What follows belongs to an exercise in optimizing a design on an open flow for small area, a short achievable clock period and few clock cycles; a production flow would make more cautious choices. In this exercise RTL edits were held to simulation tests only and were not proved equivalent to the original. No activity file was given, so power comes from the tool's default toggle rates.

==> flow/design.v <==
module core(
  input clk,
  input resetn,
  output [31:0] address,
  output [31:0] data_out,
  input [31:0] data_in,
  output we
);
reg [31:0] areg;       
reg [31:1] fpc;        
reg [31:0] sd;         
reg [31:0] ir;         
reg        v;          
reg [31:1] alt;        
reg [31:0] ra;         
reg [31:0] bx;         
reg        cin;        
reg        bpa, bpb, bps;   
reg is_lui, is_auipc, is_jal, is_jalr, is_br, is_load, is_store, is_opi, is_op, is_sys;
reg        m;          
reg        mw;         
reg        halted;
reg [4:0]  mrd;        
reg [2:0]  mf3;        
reg        mst;        
reg [31:0] wb;         
reg [4:0]  wbr;        
reg        wbv;        
reg [31:0] rf [1:31];
wire [2:0] f3 = ir[14:12];
wire [4:0] rd = ir[11:7];
wire ex = v & ~m & ~halted;
wire [31:0] xa = bpa ? wb : ra;
wire [31:0] xb = bpb ? (cin ? ~wb : wb) : bx;
wire [32:0] sum = {1'b0, xa} + {1'b0, xb} + {32'd0, cin};
wire ltu = ~sum[32];
wire lt  = (xa[31] == xb[31]) ? xa[31] : sum[31];
wire eq  = &(xa ^ xb);    
wire [4:0] shamt = xb[4:0];
wire shl = ~f3[2];
reg [31:0] sh_in, sh_rev;
integer k;
always @(*) begin
  for (k = 0; k < 32; k = k + 1) sh_in[k] = shl ? xa[31-k] : xa[k];
end
wire sh_fill = ir[30] & xa[31] & ~shl;
wire [63:0] sh_ext = {{32{sh_fill}}, sh_in} >> shamt;
wire [31:0] sh_out = sh_ext[31:0];
always @(*) begin
  for (k = 0; k < 32; k = k + 1) sh_rev[k] = shl ? sh_out[31-k] : sh_out[k];
end
reg [31:0] alu;
always @(*) begin
  case (f3)
    3'b000: alu = sum[31:0];
    3'b001: alu = sh_rev;
    3'b010: alu = {31'd0, lt};
    3'b011: alu = {31'd0, ltu};
    3'b100: alu = xa ^ xb;
    3'b101: alu = sh_rev;
    3'b110: alu = xa | xb;
    default: alu = xa & xb;
  endcase
end
reg taken;
always @(*) begin
  case (f3)
    3'b000: taken = eq;
    3'b001: taken = ~eq;
    3'b100: taken = lt;
    3'b101: taken = ~lt;
    3'b110: taken = ltu;
    3'b111: taken = ~ltu;
    default: taken = 1'b0;
  endcase
end
wire pred = is_br & ir[31];
wire redirect = ex & (is_jalr | is_jal | (is_br & (taken ^ pred)));
wire mem_op = ex & (is_load | is_store);
reg [31:0] result;
always @(*) begin
  if (is_op | is_opi) result = alu;
  else if (is_auipc) result = sum[31:0];
  else if (is_lui) result = bx;
  else result = {alt, 1'b0};
end
wire e_wr = ex & (is_op | is_opi | is_lui | is_auipc | is_jal | is_jalr);
reg [31:0] lsh, ldata;
always @(*) begin
  lsh = data_in >> {areg[1:0], 3'b000};
  case (mf3)
    3'b000: ldata = {{24{lsh[7]}}, lsh[7:0]};
    3'b001: ldata = {{16{lsh[15]}}, lsh[15:0]};
    3'b100: ldata = {24'd0, lsh[7:0]};
    3'b101: ldata = {16'd0, lsh[15:0]};
    default: ldata = lsh;
  endcase
end
reg [31:0] merged;
always @(*) begin
  merged = data_in;
  if (mf3[0]) begin
    if (areg[1]) merged[31:16] = sd[15:0];
    else merged[15:0] = sd[15:0];
  end else begin
    case (areg[1:0])
      2'b00: merged[7:0]   = sd[7:0];
      2'b01: merged[15:8]  = sd[7:0];
      2'b10: merged[23:16] = sd[7:0];
      default: merged[31:24] = sd[7:0];
    endcase
  end
end
wire sub_word = ~mf3[1];             
wire m_last = m & (mw | ~mst | ~sub_word);
wire [31:0] faddr = areg;
assign address  = areg;
assign data_out = sd;
assign we       = m & mst & (mw | ~sub_word);
always @(posedge clk) begin
  if (wbv && wbr != 5'd0) rf[wbr] <= wb;
end
wire fetch = ~m & ~halted;
wire [31:0] fi = data_in;
wire f_jal   = fi[6:0] == 7'b1101111;
wire f_jalr  = fi[6:0] == 7'b1100111;
wire f_br    = fi[6:0] == 7'b1100011;
wire f_auipc = fi[6:0] == 7'b0010111;
wire f_lui   = fi[6:0] == 7'b0110111;
wire f_store = fi[6:0] == 7'b0100011;
wire f_op    = fi[6:0] == 7'b0110011;
wire kill = ex & is_store & f_store;    
wire f_pred  = f_br & fi[31];
wire [12:0] f_imm = {fi[31], fi[7], fi[30:25], fi[11:8], 1'b0};
wire [13:0] f_lo;
wire [18:0] f_hi = faddr[31:13];
wire [18:0] f_hi_p, f_hi_m, f_up;
core_add13 u_flo (.a(faddr[12:0]), .b(f_imm), .s(f_lo));
core_incdec19 u_fhi (.h(f_hi), .hp(f_hi_p), .hm(f_hi_m));
core_csel19 u_fup (.h(f_hi), .hp(f_hi_p), .hm(f_hi_m), .neg(fi[31]), .c(f_lo[13]), .up(f_up));
wire [31:0] f_tgt = {f_up, f_lo[12:0]};
wire [31:0] f_seq = faddr + 32'd4;
wire [4:0] rs1 = fi[19:15];
wire [4:0] rs2 = fi[24:20];
reg [31:0] rd1, rd2;
integer i;
always @(*) begin
  rd1 = 32'd0;
  rd2 = 32'd0;
  for (i = 1; i < 32; i = i + 1) begin
    rd1 = rd1 | ({32{rs1 == i}} & rf[i]);
    rd2 = rd2 | ({32{rs2 == i}} & rf[i]);
  end
end
wire fw = wbv & (wbr != 5'd0);
wire [31:0] opa = (fw && wbr == rs1) ? wb : rd1;
wire [31:0] opb = (fw && wbr == rs2) ? wb : rd2;
wire e_dst = (e_wr | (ex & is_load)) & (rd != 5'd0);
wire f_use1 = ~(f_lui | f_auipc | f_jal);
wire hit1 = e_dst & (rd == rs1);
wire hit2 = e_dst & (rd == rs2);
wire [2:0] s_f3 = fi[14:12];
wire s_cmp = (s_f3 == 3'b010) | (s_f3 == 3'b011);
reg [31:0] s_b;
reg s_inv;
always @(*) begin
  s_inv = 1'b0;
  case (fi[6:0])
    7'b0110011: begin    
      s_b = opb;
      s_inv = s_cmp | (s_f3 == 3'b000 & fi[30]);
    end
    7'b1100011: begin    
      s_b = opb;
      s_inv = 1'b1;
    end
    7'b0100011: s_b = {{21{fi[31]}}, fi[30:25], fi[11:7]};    
    7'b0110111, 7'b0010111: s_b = {fi[31:12], 12'd0};          
    7'b1101111: s_b = {{12{fi[31]}}, fi[19:12], fi[20], fi[30:21], 1'b0};   
    default: begin        
      s_b = {{21{fi[31]}}, fi[30:20]};
      s_inv = (fi[6:0] == 7'b0010011) & s_cmp;
    end
  endcase
end
always @(posedge clk) begin
  if (!resetn) begin
    areg <= 32'd0;
    v <= 1'b0;
    m <= 1'b0;
    mw <= 1'b0;
    halted <= 1'b0;
    wbv <= 1'b0;
  end else begin
    if (ex & is_sys) begin
      halted <= 1'b1;
      v <= 1'b0;
    end else if (fetch) begin
      v <= ~redirect & ~kill;
    end
    if (mem_op) areg <= sum[31:0];
    else if (m_last) areg <= {fpc, 1'b0};
    else if (m | halted) areg <= areg;
    else if (redirect) areg <= is_br ? {alt, 1'b0} : {sum[31:1], 1'b0};
    else areg <= f_pred ? f_tgt : f_seq;
    if (mem_op) m <= 1'b1;
    else if (m_last) m <= 1'b0;
    mw <= m & ~mw & mst & sub_word;
    wbv <= (m & ~mst) | e_wr;
  end
end
always @(posedge clk) begin
  if (m) begin
    wb <= ldata;
    wbr <= mrd;
  end else begin
    wb <= result;
    wbr <= rd;
  end
  if (m) begin
    if (~m_last) sd <= merged;
  end else if (ex & is_store) begin
    if (bps) sd <= wb;
  end else if (fetch & f_store) sd <= opb;
  if (fetch) begin
    ir <= fi;
    fpc <= kill ? faddr[31:1] : f_pred ? f_tgt[31:1] : f_seq[31:1];
    alt <= (f_pred | f_jalr | f_jal) ? f_seq[31:1] : f_tgt[31:1];
    is_lui   <= f_lui;
    is_auipc <= f_auipc;
    is_jal   <= f_jal;
    is_jalr  <= f_jalr;
    is_br    <= f_br;
    is_load  <= fi[6:0] == 7'b0000011;
    is_store <= f_store;
    is_opi   <= fi[6:0] == 7'b0010011;
    is_op    <= f_op;
    is_sys   <= fi[6:0] == 7'b1110011;
    ra <= (f_auipc | f_jal) ? faddr : opa;
    bx <= s_inv ? ~s_b : s_b;
    cin <= s_inv;
    bpa <= hit1 & f_use1;
    bpb <= hit2 & (f_op | f_br);
    bps <= hit2 & f_store;
  end
  if (mem_op) begin
    mrd <= rd;
    mf3 <= f3;
    mst <= is_store;
  end
end
endmodule
module core_add13(input [12:0] a, input [12:0] b, output [13:0] s);
assign s = {1'b0, a} + {1'b0, b};
endmodule
module core_incdec19(input [18:0] h, output [18:0] hp, output [18:0] hm);
assign hp = h + 19'd1;
assign hm = h - 19'd1;
endmodule
module core_csel19(input [18:0] h, input [18:0] hp, input [18:0] hm, input neg, input c, output [18:0] up);
assign up = (neg == c) ? h : (c ? hp : hm);
endmodule
==> flow/flow/run.sh <==
#!/bin/bash
# The standard layout (standard.sh) in two parts:
#  - synthesis to clock tree: adders are not mapped to the library's full/half-adder cells
#    (slow carry chains), ports are buffered with buf_4 (instead of a delay cell), and timing
#    repair aims at a 7.5 ns setup slack margin;
#  - global and detailed route: timing repair aims at a 7.0 ns margin, so it only fixes what
#    routing parasitics made worse.
# Registers are mapped as in the standard synthesis. Each part's make output goes to its own log.
set -euo pipefail
COMMON=(ADDER_MAP_FILE= "BUFFER_PORTS_ARGS=-buffer_cell sky130_fd_sc_hd__buf_4")
bash standard.sh "${COMMON[@]}" SETUP_SLACK_MARGIN=7.5 cts > make_to_cts.log 2>&1
bash standard.sh "${COMMON[@]}" SETUP_SLACK_MARGIN=7.0 finish > make_finish.log 2>&1
==> flow/standard.sh <==
#!/bin/bash
# synth_recipe.tcl (not shown) runs the flow's synth.tcl, then flattens the netlist and writes it again
# the make line also repeats each setting of config.mk as NAME=value (left out here)
make -C /OpenROAD-flow-scripts/flow DESIGN_CONFIG=/design/flow/config.mk WORK_HOME=/design/flow/orfs CLKGATE_MAP_FILE= SYNTH_SCRIPT=/design/flow/synth_recipe.tcl "${@:-finish}"
==> flow/config.mk <==
export PLATFORM = sky130hd
export DESIGN_NAME = core
export DESIGN_NICKNAME = core
export VERILOG_FILES = /design/flow/design.v
export SDC_FILE = /design/flow/constraint.sdc
export NUM_CORES = 4
export LEC_CHECK = 0
export CAP_MARGIN = 20
export CORE_MARGIN = 2
export CORE_UTILIZATION = 45
export SLEW_MARGIN = 20
export SYNTH_HIERARCHICAL = 1
==> flow/constraint.sdc <==
create_clock -name core_clock -period 12.0 [get_ports {clk}]
set_input_delay 2.4000 -clock core_clock [delete_from_list [all_inputs] [get_ports {clk}]]
set_output_delay 2.4000 -clock core_clock [all_outputs]
set_load 0.01 [all_outputs]
==> summary.txt, run 1 <==
drt wl/cell -> 45.9 microns
num rows -> 140
layout cell share with drive strength beyond 1 -> 19.8%
first-pass GRT wire length -> 475 mm
hold crit path type -> register to register
crit path DAT -> 5460 ps
I/O Pins -> 99
combinational power share -> 42.3%
async set-reset flop share out of synthesis -> 0%
Hold Path Stages -> 1
vias in the first global route -> 56.3k
R2R cell count -> 17
core area -> 0.145 sq mm
fin cells -> 7771
max frequency -> 202 MHz
register-to-register setup slack -> 7250 ps
setup_tns -> 0 ps
Peak VDD IR -> 131 uV
Util after Layout -> 53.4%
post-DP HPWL -> 210 mm
number of enable flip-flop cells after synthesis -> 1183
clock share of power -> 24.1%
drt via density -> 7.84
PwrDens -> 241 mW/mm^2
synthesized area -> 0.0658 sq mm
largest net degree at the start of global routing -> 73
Longest Clk Path Bufs -> 3
H-tree depth -> 4
Final period util -> 41.2%
outcome -> finished clean
CTS tree -> yes
via count -> 60.9k
Worst R2R Start -> bpa
DRT iter0 DRCs -> 13.1k
Tot GR Track Use -> 46.7%
P&R area growth vs syn -> 18.1%
Startpoint Class -> input pin
Clock Sinks -> 1257
Root Buffer -> clkbuf_16
Finished Cell Area -> 0.0777 sq mm
DR DRC count -> 0
cts bufs inserted -> 138
Die Area -> 0.149 sq mm
Synth area leaders -> edfxtp_1 54%, a22oi_1 5.0%, a221oi_1 3.8%
Clock Latency Late Sink -> 830 ps
post-place instance area -> 0.0693 sq mm
synthesized area per cell -> 11.8 sq um
worst-path maximum fanout -> 29
Die Y -> 386 microns
RSZ-0062 raised after global routing -> no
number of max-cap violations -> 0
global route overflow -> 0
gp weighted congestion -> 1.04
Power Internal -> 11.0 mW
post-synth top area share -> 54.0%
CP Capture Type -> register
main flop type after synthesis -> edfxtp_1
Crit Path Category -> input pin to register
initial antenna violation count -> 25
First-pass DRT Iterations -> 14
Syn Inst Count -> 5597
die width -> 386 microns
Synth Warn # -> 7
Final Max Tran Viols -> 0
Lkg Pwr -> 25.5 nW
flops & latches, synth -> 1257
IO Port Bufs -> 98
initial core utilization -> 45.3%
placed cells -> 7325
Final min period -> 4940 ps
Crit Reg-Reg Endpoint -> areg[18]
CTS clock-pin slew for the worst setup and hold paths -> 60 ps
Worst Hold Launch -> mw
Final Hold Viols -> 0
Critical Path RT -> 12520 ps
relative slew slack -> 16.0%
post-synth cell types -> 104
Yosys top cell by area -> edfxtp_1
Net Sw Frac -> 41.3%
endpoints failing setup -> 0
hold worst-path end -> mw
Final #Nets -> 5767
worst-margin pin slew -> 1250 ps
sequential fraction of the synthesis area -> 56.2%
Psw -> 7.72 mW
Sequential Power Share -> 33.6%
WL final -> 357 mm
Final ANT Viol Nets -> 0
skew final -> 30.9 ps
-- area by class of cell --
class                      instances  area (sq um)
fill                           12400         67700
sequential                      1257         37000
multi-input combinational       3827         28900
timing repair buffer             479          4570
clock buffer                     166          3610
tap                             1917          2400
clock inverter                    83          1060
inverter                          30           136
antenna                           12          30.0
-- power groups by stage --
| stage | Clock (mW) | Combinational (mW) | Sequential, mW |
|---|---|---|---|
| floorplan | 0 | 3.96 | 6.27 |
| global placement | 0 | 6.64 | 6.30 |
| detailed placement | 0 | 6.68 | 6.31 |
| CTS | 4.50 | 7.55 | 6.24 |
| global route | 4.66 | 8.13 | 6.28 |
| finish | 4.51 | 7.91 | 6.28 |
-- layer usage --
layer / vias to the layer above / GRT usage (%) / routed length [microns]
li1: 22900 / - / -
met1: 29600 / 55.2 / 118000
met2: 6386 / 66.6 / 147000
met3: 2042 / 18.8 / 53800
met4: 20 / 37.9 / 37900
met5: - / 0.617 / 254
-- cells by family (layout without fill, tap and decap cells) --
logic type / count (synthesis) / after routing / synth area share (%)
other cells: 1 / 15 / 0.00570
mux: 309 / 309 / 5.50
xor+xnor: 264 / 264 / 3.51
simple gates: 1240 / 1242 / 8.90
fa+ha+maj: 31 / 31 / 0.487
buf+inv: 517 / 758 / 3.31
compound gates: 1978 / 1978 / 22.0
flops: 1257 / 1257 / 56.2
-- sequential cells by signal, indices dropped and copies added (netlist names), 31 cells and up --
| register | flops |
|---|---|
| rf | 992 |
| fpc | 31 |
| ra | 32 |
| wb | 32 |
| bx | 32 |
| areg | 32 |
| alt | 31 |
| sd | 32 |
-- worst max-delay path: stages --
cell and delay [ps]:
buf_4 290, nand3b_1 180, buf_4 150, nor2_4 80
buf_4 410, a22o_1 380, a221oi_1 250, nand4_1 150
nor3_1 440, nand2_1 110, o21ai_0 410, o21ai_0 160
-- modules after synthesis (local to each module, per instance) --
module         area, sq um  cells inside  flip-flops and latches
core_add13             536            77                       0
core                 64000          5363                    1257
core_csel19            642            63                       0
core_incdec19          631            94                       0
-- synth_stat cells (all sizes together), types with 40 or more instances --
library cell	instances
mux2	60
nor2	370
mux2i	215
a31oi	49
a22o	251
o22ai	40
a22oi	434
nand3	106
edfxtp	1183
a221oi	287
xnor2	161
nor3	100
nor2b	41
a211oi	82
xor2	103
clkbuf	374
a21oi	285
nand4	153
o21ai	273
nand2	340
buf	113
dfxtp	74
a222oi	70
-- through the flow --
step | power, mW | hold slack (ps) | setup slack [ps]
after floorplan | 10.2 | 407 | 7280
after global routing | 19.1 | 456 | 7140
after global placement | 12.9 | 418 | 5360
after CTS | 18.3 | 432 | 7370
final | 18.7 | 436 | 7060
after detailed placement | 13.0 | 423 | 5350
-- how the worst max path moves through the flow --
stage / end / slack [ps] / start
after floorplan: areg[15] / 7280 / data_in[26]
after global placement: bx[21] / 5360 / data_in[21]
after detailed placement: areg[2] / 5350 / bpa
after CTS: ra[26] / 7370 / data_in[16]
after global routing: ra[11] / 7140 / data_in[18]
final: ra[28] / 7060 / data_in[15]
-- cells in the final DEF (no fill, tap or decap), types with 23 or more instances in the layout --
cell type     n
a221oi_1    284
buf_4       381
nand3_1     103
dfxtp_1      71
mux4_2       34
buf_6        41
a22oi_1     434
a31o_2       30
nand4_1     153
a211oi_1     70
mux2i_1     193
clkinv_1     24
edfxtp_1   1183
o22ai_2      26
a22o_1      251
o21ai_1      37
nor2_4       98
nand2_1     324
nor3_1       59
o21ai_0     231
a222oi_1     70
mux2_2       46
nor2_1      266
a31oi_1      45
xnor2_1     147
a21oi_1     272
nor2b_1      41
clkbuf_1     25
xor2_1       96
nor3_2       23
inv_1        23
clkbuf_16   140
o211ai_1     38
buf_12       26
-- what timing repair did --
action                                  in CTS  in global routing
buffers inserted                           169                  0
hold buffers                                 0                  0
gates resized for setup                    365                  1
gates cloned                                16                  0
endpoints found under the setup margin     206                  3
pin swaps                                  110                  0
Testbench counts, summed over its fixed seeds: cycles 196,504.
==> inputs of run 2 (changes only) <==
==> flow/flow/run.sh (replaced) <==
#!/bin/bash
# The standard layout (standard.sh) in two parts:
#  - synthesis to clock tree: adders are not mapped to the library's full/half-adder cells
#    (slow carry chains), ports are buffered with buf_4 (instead of a delay cell), the clock
#    tree uses clkbuf_4/clkbuf_8, and timing repair aims at a 7.5 ns setup slack margin;
#  - global and detailed route: timing repair aims at a 7.0 ns margin, so it only fixes what
#    routing parasitics made worse.
# Registers are mapped as in the standard synthesis. Each part's make output goes to its own log.
set -euo pipefail
COMMON=(ADDER_MAP_FILE= "BUFFER_PORTS_ARGS=-buffer_cell sky130_fd_sc_hd__buf_4"
        "CTS_BUF_LIST=sky130_fd_sc_hd__clkbuf_4 sky130_fd_sc_hd__clkbuf_8")
bash standard.sh "${COMMON[@]}" SETUP_SLACK_MARGIN=7.5 cts > make_to_cts.log 2>&1
bash standard.sh "${COMMON[@]}" SETUP_SLACK_MARGIN=7.0 finish > make_finish.log 2>&1
==> run 2 against run 1 <==
Synthesized cell count unchanged; sequential share of layout area increased by 0.59 points; register-to-register slack about the same; via count increased by 0.38%; global-route usage decreased by 0.10 points; non-clock buffer count decreased by 8; maximum frequency increased by 0.37%; final cell count increased by 1.6%.
==> summary.txt, run 2 <==
Tot GR Track Use -> 46.6%
vias in the first global route -> 56.8k
Final ANT Viol Nets -> 0
synthesized area -> 0.0658 sq mm
CP Capture Type -> register
Crit Path Category -> input pin to register
Root Buffer -> clkbuf_8
relative slew slack -> 15.1%
first-pass GRT wire length -> 475 mm
Longest Clk Path Bufs -> 3
most frequent cells in the layout -> 1183 x edfxtp_1, 434 x a22oi_1, 398 x buf_4, 326 x nand2_1, 284 x a221oi_1
Final Hold Viols -> 0
Final period util -> 41.0%
synth cell count leaders -> 1183 x edfxtp_1, 434 x a22oi_1, 369 x nor2_1
Hold-fix buffers, CTS -> 0
post-synth cell types -> 104
CTS clock-pin slew for the worst setup and hold paths -> 60 ps
crit path cell chain -> buf_4 -> nand3b_1 -> buf_4 -> nor2_4 -> buf_4 -> a22o_1 -> a221oi_1 -> nand4_1 -> nor3_1 -> nand2_1 -> o21ai_0 -> o21ai_0
Final Max Tran Viols -> 0
P&R area growth vs syn -> 16.6%
post-DP HPWL -> 210 mm
Crit path largest cell delay -> 920 ps
number of max-cap violations -> 0
num rows -> 140
flops & latches, synth -> 1257
Yosys top cell by area -> edfxtp_1
skew final -> 65.9 ps
Top reg by flops -> rf
filler cell count -> 12.6k
CTS tree -> yes
main flop type after synthesis -> edfxtp_1
CP most frequent cell -> buf_4
sequential fraction of the synthesis area -> 56.2%
Buf/Inv on CP -> 3
core area -> 0.145 sq mm
worst-path maximum fanout -> 18
outcome -> finished clean
crit path DAT -> 5580 ps
Lkg Pwr -> 25.4 nW
drt wl/cell -> 45.1 microns
PwrDens -> 237 mW/mm^2
setup_tns -> 0 ps
async set-reset flop share out of synthesis -> 0%
global route overflow -> 0
Syn Inst Count -> 5597
Final min period -> 4920 ps
worst slack at placement -> 5350 ps
cts bufs inserted -> 205
WL final -> 356 mm
CP delay by family, top -> simple AND/OR/NAND/NOR gates
Clock Latency Late Sink -> 1010 ps
Finished Cell Area -> 0.0767 sq mm
synthesized area per cell -> 11.8 sq um
Synth Warn # -> 7
number of enable flip-flop cells after synthesis -> 1183
Die Area -> 0.149 sq mm
Final #Nets -> 5825
Clock Sinks -> 1257
max frequency -> 203 MHz
DRT iter0 DRCs -> 13.6k
Final WS setup -> 7080 ps
worst-margin pin slew -> 1270 ps
RSZ-0062 raised after global routing -> no
Critical Path RT -> 12650 ps
largest net degree at the start of global routing -> 73
H-tree depth -> 4
die width -> 386 microns
Startpoint Class -> input pin
CP max stage cell -> nor3_1
initial antenna violation count -> 19
I/O Pins -> 99
drt via density -> 7.75
post-place instance area -> 0.0693 sq mm
endpoints failing setup -> 0
Die Y -> 386 microns
Peak VDD IR -> 129 uV
First-pass DRT Iterations -> 10
IO Port Bufs -> 98
top-count cell post-synth -> edfxtp_1
initial core utilization -> 45.3%
commonest non-fill, non-tap cell in the layout -> edfxtp_1
DR DRC count -> 0
gp weighted congestion -> 1.04
hold crit path type -> register to register
max reg flops -> 992
layout cell share with drive strength beyond 1 -> 21.3%
Synth area leaders -> edfxtp_1 54%, a22oi_1 5.0%, a221oi_1 3.8%
via count -> 61.2k
post-synth top area share -> 54.0%
[run 2: cell count changes in the layout (fill, tap and decap cells not counted), sizes merged]
cell / change
inv: -2
diode: -1
bufbuf: -4
clkinv: +32
or2: -1
clkinvlp: -2
buf: -4
clkbuf: +110
bufinv: -6
[run 2: repair_timing]
item / CTS / global route
setup endpoints to repair: 183 / 0
resized for setup: 285 / 0
buffers inserted: 166 / 0
[run 2: per-stage QoR]
stage | total power, mW | hold WS, ps | std cells | util (%)
floorplan | 10.2 | 407 | 5599 | -
global placement | 12.9 | 418 | 7324 | 47.6
detailed placement | 13.0 | 423 | 7325 | 47.7
CTS | 17.8 | 431 | 7882 | 52.8
global route | 18.6 | 455 | 7884 | 52.8
finish | 18.2 | 433 | 7893 | 52.8
[run 2: per-module statistics from Yosys (local to each module, per instance)]
module | cells inside | area, sq um | flip-flops and latches
core | 5363 | 64000 | 1257
core_csel19 | 63 | 642 | 0
core_incdec19 | 94 | 631 | 0
core_add13 | 77 | 536 | 0
[run 2: metal layers]
layer / vias to the layer above / wire, microns / GRT usage, %
met5: - / 338 / 0.845
met4: 20 / 38200 / 38.9
met3: 2005 / 54800 / 19.1
met2: 6514 / 146000 / 66.1
met1: 29600 / 117000 / 54.8
li1: 23000 / - / -
[run 2: kinds of logic (layout without fill, tap and decap cells)]
group           count (synthesis)  after routing  share of synthesized area, %
buf+inv                       517            882                          3.31
other cells                     1             14                       0.00570
compound gates               1978           1978                          22.0
simple gates                 1240           1241                          8.90
xor+xnor                      264            264                          3.51
mux                           309            309                          5.50
fa+ha+maj                      31             31                         0.487
flops                        1257           1257                          56.2
[run 2: cell type report]
cell class	instances	area, sq um	area share, %
sequential	1257	37000	48.2
multi-input combinational	3826	28600	37.3
clock inverter	105	942	1.23
clock buffer	276	3390	4.42
inverter	30	136	0.178
tap	1917	2400	3.13
timing repair buffer	471	4220	5.50
antenna	11	27.5	0.0359
[run 2: final timing paths]
check	from	endpoint	slack [ps]	cells after the start
max	data_in[17]	ra[0]	7080	12
max reg2reg	bpa	wb[3]	7260	13
min	mw	mw	430	1
min reg2reg	mw	mw	430	1
[run 2: power breakdown]
part,switching [mW],total (mW),leakage (nW),internal [mW]
combinational,5.23,7.87,11.5,2.64
clock,1.90,4.06,2.27,2.16
sequential,0.553,6.28,11.6,5.72
total,7.68,18.2,25.4,10.5
==> inputs of run 3 (changes only) <==
--- a/flow/flow/run.sh
+++ b/flow/flow/run.sh
@@ -5,4 +5,4 @@
 #    tree uses clkbuf_4/clkbuf_8, and timing repair aims at a 7.5 ns setup slack margin;
-#  - global and detailed route: timing repair aims at a 7.0 ns margin, so it only fixes what
-#    routing parasitics made worse.
+#  - global and detailed route: timing repair aims at the same 7.5 ns margin, and fixes what
+#    global-routing parasitics made worse.
 # Registers are mapped as in the standard synthesis. Each part's make output goes to its own log.
@@ -12,2 +12,2 @@
 bash standard.sh "${COMMON[@]}" SETUP_SLACK_MARGIN=7.5 cts > make_to_cts.log 2>&1
-bash standard.sh "${COMMON[@]}" SETUP_SLACK_MARGIN=7.0 finish > make_finish.log 2>&1
+bash standard.sh "${COMMON[@]}" SETUP_SLACK_MARGIN=7.5 finish > make_finish.log 2>&1
==> run 3 against run 2 <==
Still clean; sequential power hardly changed; critical path depth shrank 1; utilization is 0.79 points higher; largest cell class unchanged; highest routed layer unchanged.
==> summary.txt, run 3 <==
outcome -> finished clean
Sequential Area -> 0.0370 sq mm
Clock Sinks -> 1257
hold crit path type -> register to register
max reg flops -> 992
PwrDens -> 237 mW/mm^2
Power Internal -> 10.7 mW
Sequential Power Share -> 34.0%
Root Buffer -> clkbuf_8
sequential fraction of the synthesis area -> 56.2%
skew final -> 73.3 ps
global route overflow -> 0
synth cell count leaders -> 1183 x edfxtp_1, 434 x a22oi_1, 369 x nor2_1
endpoints failing setup -> 0
IO Port Bufs -> 98
DR DRC count -> 0
CP Capture Type -> register
Final period util -> 39.0%
Synth Warn # -> 7
relative slew slack -> 16.9%
via count -> 61.4k
Final Max Tran Viols -> 0
CTS tree -> yes
post-place instance area -> 0.0693 sq mm
number of enable flip-flop cells after synthesis -> 1183
Die Area -> 0.149 sq mm
Final min period -> 4670 ps
WL final -> 358 mm
Startpoint Class -> input pin
async set-reset flop share out of synthesis -> 0%
Synth area leaders -> edfxtp_1 54%, a22oi_1 5.0%, a221oi_1 3.8%
layout cell share with drive strength beyond 1 -> 22.9%
Lkg Pwr -> 25.8 nW
post-DP HPWL -> 210 mm
most frequent cells in the layout -> 1183 x edfxtp_1, 434 x a22oi_1, 410 x buf_4, 324 x nand2_1, 278 x a221oi_1
post-synth top area share -> 54.0%
Net Sw Frac -> 42.3%
I/O Pins -> 99
vias in the first global route -> 56.8k
synthesized area per cell -> 11.8 sq um
Crit Path Category -> input pin to register
P&R area growth vs syn -> 18.4%
flops & latches, synth -> 1257
fin cells -> 7932
post-synth cell types -> 104
Final ANT Viol Nets -> 0
RSZ-0062 raised after global routing -> yes
synthesized area -> 0.0658 sq mm
drt via density -> 7.74
combinational power share -> 44.0%
Top reg by flops -> rf
gp weighted congestion -> 1.04
max frequency -> 214 MHz
initial antenna violation count -> 18
DRT iter0 DRCs -> 13.1k
filler cell count -> 12.5k
worst-margin pin slew -> 1240 ps
Psw -> 7.83 mW
H-tree depth -> 4
largest net degree at the start of global routing -> 73
Die Y -> 386 microns
Yosys top cell by area -> edfxtp_1
Critical Path RT -> 12730 ps
Clock Latency Late Sink -> 1040 ps
main flop type after synthesis -> edfxtp_1
First-pass DRT Iterations -> 16
initial core utilization -> 45.3%
clock share of power -> 22.0%
die width -> 386 microns
number of max-cap violations -> 0
num rows -> 140
CTS clock-pin slew for the worst setup and hold paths -> 70 ps
Final Hold Viols -> 0
Longest Clk Path Bufs -> 3
first-pass GRT wire length -> 475 mm
drt wl/cell -> 45.1 microns
crit path DAT -> 5410 ps
Final #Nets -> 5866
Util after Layout -> 53.6%
top-count cell post-synth -> edfxtp_1
commonest non-fill, non-tap cell in the layout -> edfxtp_1
cts bufs inserted -> 205
setup_tns -> 0 ps
core area -> 0.145 sq mm
placed cells -> 7325
Tot GR Track Use -> 46.6%
Syn Inst Count -> 5597
Finished Cell Area -> 0.0779 sq mm
area occupied by multi-input gates -> 0.0292 sq mm
Peak VDD IR -> 132 uV
worst-path maximum fanout -> 27
-- run 3: changes by cell type in the layout (fill, tap and decap cells not counted), moves of 8 or more --
cell	delta
nor3_4	+17
buf_8	+10
buf_4	+12
buf_12	+9
nor3_1	-9
a21oi_1	-12
a21oi_2	+11
nor3_2	-8
o21ai_0	-8
-- run 3: routing by layer --
metal | vias up | track usage (%) | share of wire (%)
met1 | 29600 | 54.8 | 33
met3 | 2129 | 19.1 | 15
met2 | 6520 | 66.1 | 41
li1 | 23100 | - | -
met4 | 22 | 38.9 | 11
met5 | - | 0.845 | 0.10
-- run 3: repair_timing --
item,CTS,global route
endpoints found under the setup margin,183,133
hold buffers,0,0
pin swaps,88,79
cloned,10,3
gates resized for setup,285,169
setup buffers,166,38
-- run 3: path summary, 6_finish.rpt --
path                from       end  slack (ps)  cells past startpoint
max          data_in[22]    sd[27]        7330                     11
min                   mw        mw         450                      1
max reg2reg          cin  areg[17]        7340                     16
min reg2reg           mw        mw         450                      1
-- run 3: logic make-up after synthesis --
kind of cell,count (synthesis),synth area share [%]
flops,1257,56.2
xor+xnor,264,3.51
mux,309,5.50
compound gates,1978,22.0
buf+inv,517,3.31
other cells,1,0.00570
fa+ha+maj,31,0.487
simple gates,1240,8.90
-- run 3: through the flow --
stage / hold WS [ps] / power (mW) / worst slack [ps]
after floorplan: 407 / 10.2 / 7280
after global placement: 418 / 12.9 / 5360
after detailed placement: 423 / 13.0 / 5350
after CTS: 431 / 17.8 / 7450
after global routing: 477 / 18.9 / 7300
final: 454 / 18.5 / 7330
-- run 3: layout make-up --
cell class	count	share of cell area, %
well taps	1917	3.08
repair buffers	511	6.11
clock buffers	276	4.36
multi-input cells	3827	37.5
diodes	9	0.0289
flip-flops and latches	1257	47.5
clock inverters	105	1.21
inverters	30	0.180
-- run 3: Yosys stat by module (local to each module, per instance) --
module | area [sq um] | times used | flip-flops and latches
core | 64000 | 1 | 1257
core_csel19 | 642 | 1 | 0
core_incdec19 | 631 | 1 | 0
core_add13 | 536 | 1 | 0
-- run 3: power groups by stage --
stage,clock (mW),sequential [mW],combinational (mW)
5_1_grt,4.24,6.28,8.36
3_3_place_gp,0,6.30,6.64
4_1_cts,4.05,6.24,7.51
3_5_place_dp,0,6.31,6.68
6_report,4.06,6.28,8.14
2_1_floorplan,0,6.27,3.96
-- run 3: worst max-delay path: stages --
cell and delay, ps:
buf_8 200, nand3_2 290, nor2_4 390, buf_6 590
a22o_1 220, a221oi_1 50, nand4_1 170, nor3_2 90
a21oi_1 280, mux2i_1 200, a21oi_1 450
==> inputs of run 4 (changes only) <==
--- a/flow/design.v
+++ b/flow/design.v
@@ -10,2 +10,3 @@
 reg [31:1] fpc;        
+reg [31:2] xaddr;      
 reg [31:0] sd;         
@@ -132,2 +133,3 @@
 wire kill = ex & is_store & f_store;    
+wire smc = mst & v & (areg[31:16] == 16'd0) & (areg[15:2] == xaddr[15:2]);
 wire f_pred  = f_br & fi[31];
@@ -199,5 +201,7 @@
       v <= ~redirect & ~kill;
+    end else if (m_last & smc) begin
+      v <= 1'b0;
     end
     if (mem_op) areg <= sum[31:0];
-    else if (m_last) areg <= {fpc, 1'b0};
+    else if (m_last) areg <= smc ? {xaddr, 2'b00} : {fpc, 1'b0};
     else if (m | halted) areg <= areg;
@@ -245,2 +249,3 @@
   end
+  if (ex & is_store) xaddr <= faddr[31:2];
   if (mem_op) begin
==> run 4 against run 3 <==
Combinational power shrank 3.3%; sequential cell count grew 30; clock power shrank 2%; largest power group unchanged; highest routed layer unchanged.
==> summary.txt, run 4 <==
Longest Clk Path Bufs -> 3
Worst R2R Start -> bpa
Power Internal -> 10.5 mW
crit path DAT -> 5630 ps
flops & latches, synth -> 1287
Sequential Power Share -> 35.0%
Final Max Tran Viols -> 0
Worst Hold Launch -> mw
first-pass GRT wire length -> 461 mm
CTS tree -> yes
crit path launch -> bpa
CP delay by family, top -> compound AO/OA/AOI/OAI gates
Clock Latency Late Sink -> 1020 ps
CP Capture Type -> register
top-count cell post-synth -> edfxtp_1
synthesized area per cell -> 11.8 sq um
most frequent cells in the layout -> 1213 x edfxtp_1, 438 x buf_4, 416 x a22oi_1, 330 x nand2_1, 307 x a21oi_1
Syn Inst Count -> 5672
fin cells -> 8039
number of max-cap violations -> 0
RSZ-0062 raised after global routing -> yes
placed cells -> 7434
Crit path largest cell delay -> 460 ps
layout cell share with drive strength beyond 1 -> 22.8%
worst-path maximum fanout -> 15
Net Sw Frac -> 42.1%
Peak VDD IR -> 142 uV
synth cell count leaders -> 1213 x edfxtp_1, 416 x a22oi_1, 380 x nor2_1
global route overflow -> 0
main flop type after synthesis -> edfxtp_1
Synth area leaders -> edfxtp_1 54%, a22oi_1 4.7%, a221oi_1 3.7%
drt wl/cell -> 43.0 microns
Top reg by flops -> rf
Yosys top cell by area -> edfxtp_1
Die Y -> 390 microns
post-place instance area -> 0.0706 sq mm
Critical Path RT -> 12890 ps
Buf/Inv on CP -> 3
post-synth top area share -> 54.4%
Crit Path Category -> register to register
endpoints failing setup -> 0
register-to-register setup slack -> 7260 ps
initial core utilization -> 45.3%
gp weighted congestion -> 1.06
Tot GR Track Use -> 43.7%
setup_tns -> 0 ps
die width -> 390 microns
I/O Pins -> 99
post-DP HPWL -> 204 mm
First-pass DRT Iterations -> 17
DR DRC count -> 0
via count -> 62.0k
Finished Cell Area -> 0.0789 sq mm
P&R area growth vs syn -> 17.9%
Psw -> 7.67 mW
num rows -> 141
Root Buffer -> clkbuf_8
CP max stage cell -> maj3_1
Startpoint Class -> register
CTS clock-pin slew for the worst setup and hold paths -> 60 ps
vias in the first global route -> 56.7k
IO Port Bufs -> 98
worst-margin pin slew -> 1220 ps
commonest non-fill, non-tap cell in the layout -> edfxtp_1
synthesized area -> 0.0669 sq mm
Die Area -> 0.152 sq mm
largest net degree at the start of global routing -> 71
Final #Nets -> 5966
Final ANT Viol Nets -> 0
post-synth cell types -> 98
hold crit path type -> register to register
Lkg Pwr -> 26.5 nW
R2R cell count -> 17
crit path capture -> areg[4]
PwrDens -> 231 mW/mm^2
Crit Reg-Reg Endpoint -> areg[4]
H-tree depth -> 4
Final Hold Viols -> 0
max frequency -> 211 MHz
Worst path depth -> 17
relative slew slack -> 18.3%
async set-reset flop share out of synthesis -> 0%
Synth Warn # -> 7
WL final -> 346 mm
number of enable flip-flop cells after synthesis -> 1213
Final period util -> 39.5%
DRT iter0 DRCs -> 14.8k
skew final -> 133 ps
Final min period -> 4740 ps
combinational power share -> 43.2%
drt via density -> 7.72
clock share of power -> 21.8%
max reg flops -> 992
sequential fraction of the synthesis area -> 56.6%
cts bufs inserted -> 210
initial antenna violation count -> 14
Clock Sinks -> 1287
core area -> 0.148 sq mm
crit path cell chain -> buf_12 -> bufbuf_16 -> mux2i_2 -> a211oi_2 -> maj3_1 -> a311oi_2 -> nor3_2 -> o21ai_1 -> o311a_4 -> o32ai_4 -> mux2i_2 -> mux2_4 -> or2_4 -> buf_8 -> mux2_4 -> a221o_1 -> a221oi_2
outcome -> finished clean
run 4: cell count changes after synthesis, sizes merged, moves of 9 or more:
cell / delta
a211oi: -9
a21oi: +44
nor2: +10
edfxtp: +30
a22oi: -18
mux2: +17
run 4: power groups by stage:
| stage | combinational, mW | clock (mW) | sequential [mW] |
|---|---|---|---|
| finish | 7.87 | 3.97 | 6.37 |
| global route | 8.06 | 4.15 | 6.36 |
| CTS | 7.06 | 3.96 | 6.32 |
| detailed placement | 6.42 | 0 | 6.40 |
| global placement | 6.38 | 0 | 6.40 |
| floorplan | 3.80 | 0 | 6.35 |
run 4: cells by family (layout without fill, tap and decap cells):
| kind of cell | Yosys count | after routing | synth area share, % |
|---|---|---|---|
| XOR/XNOR | 276 | 276 | 3.61 |
| AO/OA/AOI/OAI | 1994 | 1996 | 21.7 |
| flip-flops | 1287 | 1287 | 56.6 |
| buffers and inverters | 515 | 943 | 3.21 |
| adder cells (fa/ha/maj) | 29 | 29 | 0.447 |
| other | 1 | 8 | 0.00560 |
| multiplexers | 331 | 331 | 5.74 |
| AND/OR/NAND/NOR | 1239 | 1239 | 8.67 |
run 4: what timing repair did:
item                       4_1_cts  5_1_grt
resized for setup              231      199
cloned                           8        6
hold buffers                     0        0
pin swaps                       71       84
setup endpoints to repair      184      169
hold endpoints to repair         0        0
buffers inserted               103       99
run 4: per-layer routing:
| layer | track usage, % | part of all wire, % | vias to the layer above |
|---|---|---|---|
| li1 | - | - | 23500 |
| met1 | 53.0 | 33 | 29500 |
| met2 | 61.7 | 40 | 6888 |
| met3 | 18.0 | 17 | 2150 |
| met4 | 33.3 | 11 | 20 |
| met5 | 0.861 | 0.086 | - |
run 4: per-module statistics from Yosys (local to each module, per instance):
module | copies in the design | cell area [sq um] | flops+latches | cells
core | 1 | 65100 | 1287 | 5438
core_csel19 | 1 | 642 | 0 | 63
core_incdec19 | 1 | 631 | 0 | 94
core_add13 | 1 | 536 | 0 | 77
run 4: area by class of cell:
type	count	area, sq um
fill	12600	68800
clock buffer	276	3410
sequential	1287	37900
multi-input combinational	3874	29400
inverter	27	109
clock inverter	108	827
timing repair buffer	532	4840
antenna	5	12.5
tap	1930	2410
run 4: through the flow:
step                hold slack (ps)  total power [mW]  utilization (%)  setup WS (ps)
finish                          429              18.2             53.4           7260
global route                    466              18.6             53.4           7250
CTS                             433              17.3             52.2           7270
detailed placement              426              12.8             47.8           5470
global placement                420              12.8             47.8           5390
floorplan                       411              10.1                -           7130
run 4: worst min-delay path by stage:
stage / end / slack, ps / depth (start not counted)
global route: mw / 470 / 1
global placement: mw / 420 / 1
detailed placement: mw / 430 / 1
finish: mw / 430 / 1
floorplan: mw / 410 / 1
CTS: mw / 430 / 1
run 4: worst register-to-register path, delay by kind of cell, from the launching register on:
kind	cells	cell delay (ps)
and+or+nand+nor	2	380
DFF	1	420
AOI/OAI and AO/OA	7	1390
buffers and inverters	3	660
adders and majority gates	1	460
muxes	4	1360
Testbench counts of run 4, summed over its fixed seeds: cycles 196,504.
==> inputs of run 5 (changes only) <==
--- a/flow/design.v
+++ b/flow/design.v
@@ -146,12 +146,22 @@
 wire [4:0] rs2 = fi[24:20];
-reg [31:0] rd1, rd2;
+reg [31:1] sel1, sel2;
 integer i;
 always @(*) begin
-  rd1 = 32'd0;
-  rd2 = 32'd0;
   for (i = 1; i < 32; i = i + 1) begin
-    rd1 = rd1 | ({32{rs1 == i}} & rf[i]);
-    rd2 = rd2 | ({32{rs2 == i}} & rf[i]);
-  end
-end
+    sel1[i] = rs1 == i;
+    sel2[i] = rs2 == i;
+  end
+end
+wire [31:0] rd1, rd2;
+genvar gb, gr;
+generate
+  for (gb = 0; gb < 32; gb = gb + 1) begin : g_rd
+    wire [31:1] col;
+    for (gr = 1; gr < 32; gr = gr + 1) begin : g_col
+      assign col[gr] = rf[gr][gb];
+    end
+    core_rdbit u_rd1 (.d(col), .s(sel1), .y(rd1[gb]));
+    core_rdbit u_rd2 (.d(col), .s(sel2), .y(rd2[gb]));
+  end
+endgenerate
 wire fw = wbv & (wbr != 5'd0);
@@ -267 +277,16 @@
 endmodule
+module core_rdbit(input [31:1] d, input [31:1] s, output y);
+wire [10:0] n;
+genvar g;
+generate
+  for (g = 0; g < 10; g = g + 1) begin : g_aoi
+    core_aoi222 u (.a0(d[3*g+1]), .b0(s[3*g+1]), .a1(d[3*g+2]), .b1(s[3*g+2]),
+                   .a2(d[3*g+3]), .b2(s[3*g+3]), .y(n[g]));
+  end
+endgenerate
+assign n[10] = ~(d[31] & s[31]);
+assign y = ~(&n);
+endmodule
+module core_aoi222(input a0, input b0, input a1, input b1, input a2, input b2, output y);
+assign y = ~((a0 & b0) | (a1 & b1) | (a2 & b2));
+endmodule
==> run 5 against run 4 <==
Area after synthesis down 1.0%; clock power rose by 4%; final cell count decreased by 4.3%; setup slack better by 44 ps; register-to-register slack improved by 270 ps; utilization increased by 0.37 points; via count is 6.2% lower; maximum frequency rose by 0.94%; hold slack better by 29 ps; non-clock buffer count shrank 40; sequential cell count is the same.
==> summary.txt, run 5 <==
outcome -> finished clean
max reg flops -> 992
Clock Sinks -> 1287
PwrDens -> 256 mW/mm^2
Worst Hold Launch -> mw
Critical Path RT -> 12660 ps
drt via density -> 7.56
DRT iter0 DRCs -> 13.5k
Root Buffer -> clkbuf_8
area occupied by multi-input gates -> 0.0284 sq mm
Crit Path Category -> input pin to register
cts bufs inserted -> 209
async set-reset flop share out of synthesis -> 0%
Yosys top cell by area -> edfxtp_1
Synth area leaders -> edfxtp_1 55%, a222oi_1 9.7%, mux2i_1 4.9%
I/O Pins -> 99
Final #Nets -> 5630
post-synth cell types -> 110
synth cell count leaders -> 1213 x edfxtp_1, 644 x a222oi_1, 358 x nand2_1
Top reg by flops -> rf
drt wl/cell -> 41.3 microns
via count -> 58.2k
Finished Cell Area -> 0.0785 sq mm
CP max stage cell -> nand4_1
Final min period -> 4690 ps
filler cell count -> 12.3k
P&R area growth vs syn -> 18.5%
initial core utilization -> 45.4%
main flop type after synthesis -> edfxtp_1
core area -> 0.146 sq mm
Hold Path Stages -> 1
layout cell share with drive strength beyond 1 -> 22.2%
skew final -> 79.6 ps
largest net degree at the start of global routing -> 154
first-pass GRT wire length -> 422 mm
gp weighted congestion -> 1.04
CTS tree -> yes
hold slack -> 458 ps
CTS clock-pin slew for the worst setup and hold paths -> 60 ps
number of enable flip-flop cells after synthesis -> 1213
most frequent cells in the layout -> 1213 x edfxtp_1, 644 x a222oi_1, 378 x buf_4, 349 x nand2_1, 306 x mux2i_1
Synth Warn # -> 7
RSZ-0062 raised after global routing -> yes
Final Hold Viols -> 0
Worst R2R Start -> bpa
number of max-cap violations -> 0
IO Port Bufs -> 98
crit path launch -> data_in[15]
synthesized area -> 0.0662 sq mm
Total Power Consumption -> 20.1 mW
initial antenna violation count -> 32
num rows -> 140
Die Area -> 0.150 sq mm
R2R cell count -> 15
die width -> 388 microns
Crit Reg-Reg Endpoint -> wb[12]
top-count cell post-synth -> edfxtp_1
Final period util -> 39.1%
vias in the first global route -> 52.8k
hold crit path type -> register to register
Sequential Area -> 0.0379 sq mm
Final ANT Viol Nets -> 0
crit path cell chain -> buf_12 -> nand2b_4 -> buf_4 -> nor3_4 -> buf_8 -> a222oi_1 -> nand4_1 -> a2111o_1 -> mux2i_1 -> o21ai_0
flops & latches, synth -> 1287
hold worst-path end -> mw
post-synth top area share -> 55.0%
CP Capture Type -> register
max frequency -> 213 MHz
H-tree depth -> 4
endpoints failing setup -> 0
global route overflow -> 0
Buf/Inv on CP -> 3
DR DRC count -> 0
sequential fraction of the synthesis area -> 57.2%
CP delay by family, top -> compound AO/OA/AOI/OAI gates
post-DP HPWL -> 198 mm
synthesized area per cell -> 12.7 sq um
relative slew slack -> 19.8%
commonest non-fill, non-tap cell in the layout -> edfxtp_1
worst-path maximum fanout -> 32
Clock Latency Late Sink -> 980 ps
Syn Inst Count -> 5197
Crit path largest cell delay -> 600 ps
post-place instance area -> 0.0705 sq mm
Longest Clk Path Bufs -> 3
crit path DAT -> 5350 ps
Lkg Pwr -> 26.8 nW
Util after Layout -> 53.8%
worst-margin pin slew -> 1200 ps
WL final -> 318 mm
Startpoint Class -> input pin
Peak VDD IR -> 205 uV
register-to-register setup slack -> 7530 ps
setup_tns -> 0 ps
Die Y -> 388 microns
First-pass DRT Iterations -> 19
Tot GR Track Use -> 39.8%
Final Max Tran Viols -> 0
run 5: cell count changes after synthesis, moves of 65 or more:
cell and change:
a2111o_1 +65, clkbuf_1 -180, a22o_1 -243, mux2i_1 +103, a221oi_1 -254, a22oi_1 -406
a222oi_1 +574
run 5: power by group:
| part | switching (mW) | internal, mW | total, mW |
|---|---|---|---|
| combinational | 6.49 | 3.11 | 9.60 |
| sequential | 0.510 | 5.91 | 6.42 |
| clock | 1.90 | 2.21 | 4.11 |
run 5: modules after synthesis (local to each module, per instance):
module	copies in the design	area, sq um
core_incdec19	1	619
core	1	56100
core_add13	1	651
core_csel19	1	642
core_aoi222	640	10.0
core_rdbit	64	27.5
run 5: worst register-to-register path: cells and delay by family (launching register included):
kind	cells	cell delay, ps
xor gates and xnor gates	2	860
AOI/OAI and AO/OA	7	1750
and+or+nand+nor	2	260
DFF	1	430
buffers and inverters	3	690
muxes	1	370
run 5: kinds of logic after synthesis:
logic type,count (synthesis),synth area share [%]
multiplexers,449,7.72
buffers and inverters,347,2.52
XOR/XNOR,275,3.65
flip-flops,1287,57.2
other,1,0.00566
AO/OA/AOI/OAI,1703,20.6
AND/OR/NAND/NOR,1108,7.89
adder cells (fa/ha/maj),27,0.421
run 5: layer usage:
metal	wire length, microns	up-vias	GRT usage (%)	part of all wire [%]
met5	361	-	0.287	0.11
met4	23300	38	20.5	7.4
met3	54400	1133	17.0	17
met2	126000	5426	54.9	40
met1	113000	28700	52.9	36
li1	-	23000	-	-
run 5: layout make-up:
| class | instances | share of cell area (%) |
|---|---|---|
| antenna | 12 | 0.0383 |
| clock buffer | 279 | 4.41 |
| clock inverter | 104 | 1.23 |
| inverter | 36 | 0.209 |
| multi-input combinational | 3569 | 36.2 |
| sequential | 1287 | 48.3 |
| tap | 1917 | 3.06 |
| timing repair buffer | 492 | 6.53 |
| timing repair inverter | 1 | 0.00638 |
run 5: what timing repair did:
action                                  CTS  global route
pin swaps                                46            86
endpoints found under the setup margin  179            92
gates resized for setup                 176           150
setup buffers                            78            78
hold buffers                              0             0
gates cloned                             12            22
run 5: stage by stage:
| step | instances | setup WS (ps) |
|---|---|---|
| after floorplan | 5200 | 6410 |
| after global placement | 7111 | 5710 |
| after detailed placement | 7111 | 5730 |
| after CTS | 7584 | 7440 |
| after global routing | 7689 | 7390 |
| final | 7697 | 7310 |
run 5: worst max-delay path by stage:
| stage | end | cells past startpoint | slack [ps] |
|---|---|---|---|
| floorplan | sd[0] | 13 | 6410 |
| global placement | bx[31] | 11 | 5710 |
| detailed placement | bx[31] | 11 | 5730 |
| CTS | bx[31] | 11 | 7440 |
| global route | bx[20] | 11 | 7390 |
| finish | ra[25] | 10 | 7310 |
Testbench counts of run 5, summed over its fixed seeds: cycles 196,504.
==> inputs of run 6 (changes only) <==
--- a/flow/config.mk
+++ b/flow/config.mk
@@ -9,3 +9,3 @@
 export CORE_MARGIN = 2
-export CORE_UTILIZATION = 45
+export CORE_UTILIZATION = 50
 export SLEW_MARGIN = 20
==> run 6 against run 5 <==
Global-route usage is 5.4 points higher; still clean on timing, DRC and antenna; synthesized cell count stayed put; utilization rose by 6.4 points; largest power group unchanged; first-iteration DRC count is 8.0% higher; clock skew down 16 ps; final cell count down 1.1%; combinational power up 5%; sequential share of layout area shrank 0.35 points.
==> summary.txt, run 6 <==
drt wl/cell -> 42.7 microns
IO Port Bufs -> 98
CTS clock-pin slew for the worst setup and hold paths -> 70 ps
cts bufs inserted -> 208
CP max stage cell -> nand4_1
worst slack at placement -> 5790 ps
Worst R2R Start -> bpa
relative slew slack -> 9.59%
number of enable flip-flop cells after synthesis -> 1213
Final min period -> 4860 ps
Critical Path RT -> 12670 ps
top-count cell post-synth -> edfxtp_1
Startpoint Class -> input pin
initial core utilization -> 50.4%
post-synth top area share -> 55.0%
Clock Sinks -> 1287
via count -> 59.5k
Final #Nets -> 5702
crit path DAT -> 5530 ps
synthesized area -> 0.0662 sq mm
synthesized area per cell -> 12.7 sq um
P&R area growth vs syn -> 19.5%
Synth Warn # -> 7
hold slack -> 471 ps
gp weighted congestion -> 1.06
DRT iter0 DRCs -> 14.6k
crit path launch -> data_in[18]
drt via density -> 7.81
async set-reset flop share out of synthesis -> 0%
crit path cell chain -> buf_8 -> nand2_8 -> nor2_4 -> buf_6 -> a222oi_1 -> nand4_1 -> a2111o_1 -> mux2i_1 -> o21ai_1
Total Power Consumption -> 20.8 mW
post-synth cell types -> 110
Crit Path Category -> input pin to register
Worst Hold Launch -> mrd[3]
Hold-fix buffers, CTS -> 0
largest net degree at the start of global routing -> 71
post-DP HPWL -> 198 mm
num rows -> 133
Final Hold Viols -> 0
Tot GR Track Use -> 45.2%
Final ANT Viol Nets -> 0
commonest non-fill, non-tap cell in the layout -> edfxtp_1
worst-path maximum fanout -> 32
core area -> 0.131 sq mm
most frequent cells in the layout -> 1213 x edfxtp_1, 644 x a222oi_1, 430 x buf_4, 349 x nand2_1, 296 x mux2i_1
Peak VDD IR -> 228 uV
vias in the first global route -> 53.0k
Die Area -> 0.135 sq mm
Psw -> 9.42 mW
Syn Inst Count -> 5197
endpoints failing setup -> 0
First-pass DRT Iterations -> 15
Crit path largest cell delay -> 830 ps
setup_tns -> 0 ps
Clock Latency Late Sink -> 1010 ps
Final Max Tran Viols -> 0
CP delay by family, top -> compound AO/OA/AOI/OAI gates
H-tree depth -> 4
Util after Layout -> 60.2%
main flop type after synthesis -> edfxtp_1
max reg flops -> 992
Yosys top cell by area -> edfxtp_1
RSZ-0062 raised after global routing -> yes
Root Buffer -> clkbuf_8
I/O Pins -> 99
Die Y -> 368 microns
worst-margin pin slew -> 1350 ps
Net Sw Frac -> 45.3%
DR DRC count -> 0
layout cell share with drive strength beyond 1 -> 23.7%
Top reg by flops -> rf
CP Capture Type -> register
PwrDens -> 263 mW/mm^2
number of max-cap violations -> 0
synth cell count leaders -> 1213 x edfxtp_1, 644 x a222oi_1, 358 x nand2_1
Lkg Pwr -> 27.2 nW
combinational power share -> 48.4%
hold crit path type -> register to register
Final WS setup -> 7140 ps
flops & latches, synth -> 1287
Longest Clk Path Bufs -> 3
Sequential Power Share -> 32.1%
global route overflow -> 0
first-pass GRT wire length -> 428 mm
Power Internal -> 11.4 mW
skew final -> 63.6 ps
Synth area leaders -> edfxtp_1 55%, a222oi_1 9.7%, mux2i_1 4.9%
Buf/Inv on CP -> 2
WL final -> 325 mm
max frequency -> 206 MHz
clock share of power -> 19.5%
CTS tree -> yes
Final period util -> 40.5%
outcome -> finished clean
die width -> 368 microns
initial antenna violation count -> 16
sequential fraction of the synthesis area -> 57.2%
-- run 6: cell counts after synthesis --
No cell type changed its count.
-- run 6: kinds of logic after synthesis --
kind of cell             count (synthesis)  share of synthesized area [%]
multiplexers                           449                           7.72
AO/OA/AOI/OAI                         1703                           20.6
flip-flops                            1287                           57.2
XOR/XNOR                               275                           3.65
other                                    1                        0.00566
buffers and inverters                  347                           2.52
AND/OR/NAND/NOR                       1108                           7.89
adder cells (fa/ha/maj)                 27                          0.421
-- run 6: Yosys stat by module, one instance, submodules excluded --
module,area (sq um),cells,times used
core_incdec19,619,91,1
core_rdbit,27.5,4,64
core_csel19,642,63,1
core,56100,4048,1
core_add13,651,99,1
core_aoi222,10.0,1,640
-- run 6: worst reg2reg max path: stages, from the launching register on --
cell,delay (ps)
edfxtp_1,460
buf_6,160
clkbuf_16,170
buf_4,150
mux2i_4,350
a211oi_1,170
maj3_1,460
a31oi_2,390
o211ai_1,190
nand3_1,120
o2111ai_1,110
a211o_1,410
a311o_2,430
buf_6,150
and3_4,230
or4_1,420
a31oi_1,190
-- run 6: final timing paths --
kind	to	slack [ps]	depth (start not counted)
max reg2reg	areg[31]	7340	16
min reg2reg	wbr[3]	470	1
max	ra[4]	7140	9
min	wbr[3]	470	1
-- run 6: power by group through the flow --
| stage | logic [mW] | registers, mW | clock network (mW) |
|---|---|---|---|
| 2_1_floorplan | 5.01 | 6.43 | 0 |
| 3_3_place_gp | 8.32 | 6.66 | 0 |
| 3_5_place_dp | 8.37 | 6.65 | 0 |
| 4_1_cts | 8.87 | 6.57 | 4.03 |
| 5_1_grt | 10.2 | 6.63 | 4.22 |
| 6_report | 10.1 | 6.67 | 4.04 |
-- run 6: metrics by stage --
| stage | instance area, sq um | std cells |
|---|---|---|
| floorplan | 67100 | 5200 |
| global placement | 70300 | 6950 |
| detailed placement | 70300 | 6951 |
| CTS | 76300 | 7419 |
| global route | 79100 | 7602 |
| finish | 79100 | 7613 |
-- run 6: cell type report --
class,instances,area (sq um)
antenna,12,30.0
clock inverter,116,950
timing repair inverter,1,5.00
multi-input combinational,3571,28800
timing repair buffer,563,5700
tap,1755,2200
clock buffer,272,3380
fill,10500,52400
inverter,36,155
sequential,1287,37900
-- run 6: repair_timing --
item                       CTS  global route
pin swaps                   50           148
setup buffers               64           163
gates cloned                16            18
setup endpoints to repair  196           114
gates resized for setup    160           228
-- run 6: per-layer routing --
layer	global-route usage (%)	up-vias	routed length [microns]
met5	0.178	-	78
met4	35.6	14	34500
met3	13.8	1520	48800
met2	65.1	5925	135000
met1	56.6	28900	107000
li1	-	23100	-
==> inputs of run 7 (changes only) <==
--- a/flow/config.mk
+++ b/flow/config.mk
@@ -7,6 +7,6 @@
 export LEC_CHECK = 0
-export CAP_MARGIN = 20
+export CAP_MARGIN = 10
 export CORE_MARGIN = 2
-export CORE_UTILIZATION = 50
-export SLEW_MARGIN = 20
+export CORE_UTILIZATION = 45
+export SLEW_MARGIN = 10
 export SYNTH_HIERARCHICAL = 1
==> run 7 against run 6 <==
Still clean; setup slack improved by 230 ps; die area increased by 11%; final cell count increased by 1.1%; sequential share of layout area increased by 0.37 points; first-iteration DRC count decreased by 7.0%; via count decreased by 2.1%; clock skew increased by 12 ps; hold slack got worse by 13 ps; maximum frequency increased by 5.0%; register-to-register slack improved by 200 ps; area after synthesis unchanged; combinational power decreased by 5%; highest routed layer unchanged.
==> summary.txt, run 7 <==
outcome -> finished clean
drt wl/cell -> 41.4 microns
IO Port Bufs -> 98
largest net degree at the start of global routing -> 154
Yosys top cell by area -> edfxtp_1
hold slack -> 458 ps
H-tree depth -> 4
Final ANT Viol Nets -> 0
P&R area growth vs syn -> 18.5%
synthesized area -> 0.0662 sq mm
Top reg by flops -> rf
core area -> 0.146 sq mm
met1 usage -> 52.9%
commonest non-fill, non-tap cell in the layout -> edfxtp_1
Synth Warn # -> 7
Final #Nets -> 5629
number of enable flip-flop cells after synthesis -> 1213
Peak VDD IR -> 205 uV
filler cell count -> 12.3k
max reg flops -> 992
CP delay by family, top -> compound AO/OA/AOI/OAI gates
endpoints failing setup -> 0
Final Hold Viols -> 0
top-count cell post-synth -> edfxtp_1
Critical Path RT -> 12660 ps
skew final -> 75.7 ps
Syn Inst Count -> 5197
Crit Path Category -> input pin to register
worst-margin pin slew -> 1200 ps
setup_tns -> 0 ps
die width -> 388 microns
Root Buffer -> clkbuf_8
Tot GR Track Use -> 39.8%
num rows -> 140
gp weighted congestion -> 1.04
drt via density -> 7.57
Sequential Area -> 0.0379 sq mm
max frequency -> 216 MHz
Buf/Inv on CP -> 3
crit path DAT -> 5290 ps
most frequent cells in the layout -> 1213 x edfxtp_1, 644 x a222oi_1, 378 x buf_4, 349 x nand2_1, 306 x mux2i_1
Synth area leaders -> edfxtp_1 55%, a222oi_1 9.7%, mux2i_1 4.9%
worst-path maximum fanout -> 32
Startpoint Class -> input pin
layout cell share with drive strength beyond 1 -> 22.1%
vias in the first global route -> 52.8k
DR DRC count -> 0
Final WS setup -> 7370 ps
post-synth cell types -> 110
Longest Clk Path Bufs -> 3
DRT iter0 DRCs -> 13.5k
via count -> 58.2k
hold crit path type -> register to register
Die Area -> 0.150 sq mm
synth cell count leaders -> 1213 x edfxtp_1, 644 x a222oi_1, 358 x nand2_1
Final min period -> 4630 ps
post-synth top area share -> 55.0%
CP Capture Type -> register
First-pass DRT Iterations -> 33
Clock Latency Late Sink -> 970 ps
flops & latches, synth -> 1287
first-pass GRT wire length -> 422 mm
async set-reset flop share out of synthesis -> 0%
GR peak layer -> met2
met3 Track Usage GR -> 17.0%
cts bufs inserted -> 209
met2 Use GR -> 54.9%
main flop type after synthesis -> edfxtp_1
CTS clock-pin slew for the worst setup and hold paths -> 60 ps
Final Max Tran Viols -> 0
I/O Pins -> 99
global route overflow -> 0
initial antenna violation count -> 31
crit path cell chain -> buf_12 -> nand2b_4 -> buf_4 -> nor3_4 -> buf_8 -> a222oi_1 -> nand4_1 -> a2111o_1 -> mux2i_1 -> o21ai_0
Final period util -> 38.6%
RSZ-0062 raised after global routing -> yes
worst slack at placement -> 5730 ps
post-DP HPWL -> 198 mm
Die Y -> 388 microns
relative slew slack -> 19.8%
area occupied by multi-input gates -> 0.0284 sq mm
initial core utilization -> 45.4%
sequential fraction of the synthesis area -> 57.2%
synthesized area per cell -> 12.7 sq um
PwrDens -> 257 mW/mm^2
Lkg Pwr -> 26.8 nW
Crit path largest cell delay -> 570 ps
Finished Cell Area -> 0.0785 sq mm
CTS tree -> yes
post-place instance area -> 0.0705 sq mm
Clock Sinks -> 1287
WL final -> 318 mm
CP max stage cell -> nand4_1
number of max-cap violations -> 0
==> run 7: cell counts after synthesis <==
No cell type changed its count.
==> run 7: Yosys stat by module (local to each module, per instance) <==
module | flip-flops and latches | cells | area [sq um] | copies in the design
core | 1287 | 4048 | 56100 | 1
core_add13 | 0 | 99 | 651 | 1
core_csel19 | 0 | 63 | 642 | 1
core_incdec19 | 0 | 91 | 619 | 1
core_rdbit | 0 | 4 | 27.5 | 64
core_aoi222 | 0 | 1 | 10.0 | 640
==> run 7: kinds of logic after synthesis <==
| group | count (synthesis) | share of synthesized area [%] |
|---|---|---|
| AOI/OAI and AO/OA | 1703 | 20.6 |
| DFF | 1287 | 57.2 |
| and+or+nand+nor | 1108 | 7.89 |
| muxes | 449 | 7.72 |
| buffers and inverters | 347 | 2.52 |
| xor gates and xnor gates | 275 | 3.65 |
| adders and majority gates | 27 | 0.421 |
| other | 1 | 0.00566 |
==> run 7: power breakdown <==
| group | internal [mW] | switching [mW] |
|---|---|---|
| clock network | 2.21 | 1.91 |
| registers | 5.91 | 0.511 |
| logic | 3.11 | 6.50 |
| total | 11.2 | 8.92 |
==> run 7: cell type report <==
cell class | count | area share, %
Timing Repair inverter | 1 | 0.00638
Clock inverter | 104 | 1.23
Multi-Input combinational cell | 3569 | 36.2
Antenna cell | 9 | 0.0287
Inverter | 36 | 0.209
Sequential cell | 1287 | 48.3
Clock buffer | 279 | 4.41
Tap cell | 1917 | 3.06
Timing Repair Buffer | 491 | 6.51
==> run 7: what timing repair did <==
action,CTS,global route
gates resized for setup,176,150
cloned,12,22
endpoints found under the setup margin,179,92
hold buffers,0,0
pin swaps,46,86
buffers inserted,78,78
==> run 7: path summary, 6_finish.rpt <==
path | from | end | slack (ps) | cells after the start
worst min-delay path | mw | mw | 460 | 1
worst max-delay path | data_in[15] | ra[25] | 7370 | 10
worst min register to register | mw | mw | 460 | 1
worst max register to register | bpa | wb[12] | 7540 | 15
==> run 7: through the flow <==
step	cells	utilization (%)	total power, mW
floorplan	5200	-	11.4
global placement	7111	48.3	14.7
detailed placement	7111	48.3	14.7
CTS	7584	52.5	19.3
global route	7688	53.8	20.6
finish	7693	53.8	20.1
==> run 7: metal layers <==
layer  vias up  share of wire [%]
li1      23000                  -
met1     28700                 36
met2      5389                 40
met3      1119                 17
met4        34                7.2
met5         -              0.093

[static timing again, ports no longer ideal]
In the flow no input, the clock included, has a driving cell. The finished layouts below were timed again as built, in two steps. Step 1: set_driving_cell puts a clkbuf_16 on clk and a buf_2 on each other input, an assumption about the parent block. Step 2, shift: input delay + t, output delay - t, t = (earliest + latest rising clock arrival at the registers) / 2. This alone moves slack from input paths to output paths. Three values: ideal ports, drivers, drivers and shift; two values: the first two.
run	t (ns)	slack for setup (ns)	worst setup path after step 2	worst register clock-pin slew, ns	pins driven straight from the clock port
run 1	0.896	7.060 / 7.113 / 6.217	input to register	0.07 / 0.07	1
run 2	1.062	7.078 / 7.137 / 6.075	input to register	0.08 / 0.08	1
run 3	1.091	7.326 / 7.299 / 6.208	input to register	0.08 / 0.08	1
run 4	1.035	7.264 / 7.238 / 6.203	input to register	0.08 / 0.08	1
run 5	1.016	7.309 / 7.213 / 6.197	input to register	0.07 / 0.07	1
run 6	1.053	7.135 / 6.948 / 5.895	input to register	0.08 / 0.08	1
run 7	1.018	7.368 / 7.205 / 6.188	input to register	0.08 / 0.08	1
After both steps setup and hold are still met in every run listed. The setup slack of run 6, which loses most, moves by -0.187 ns with the drivers and by -1.240 ns with both steps.
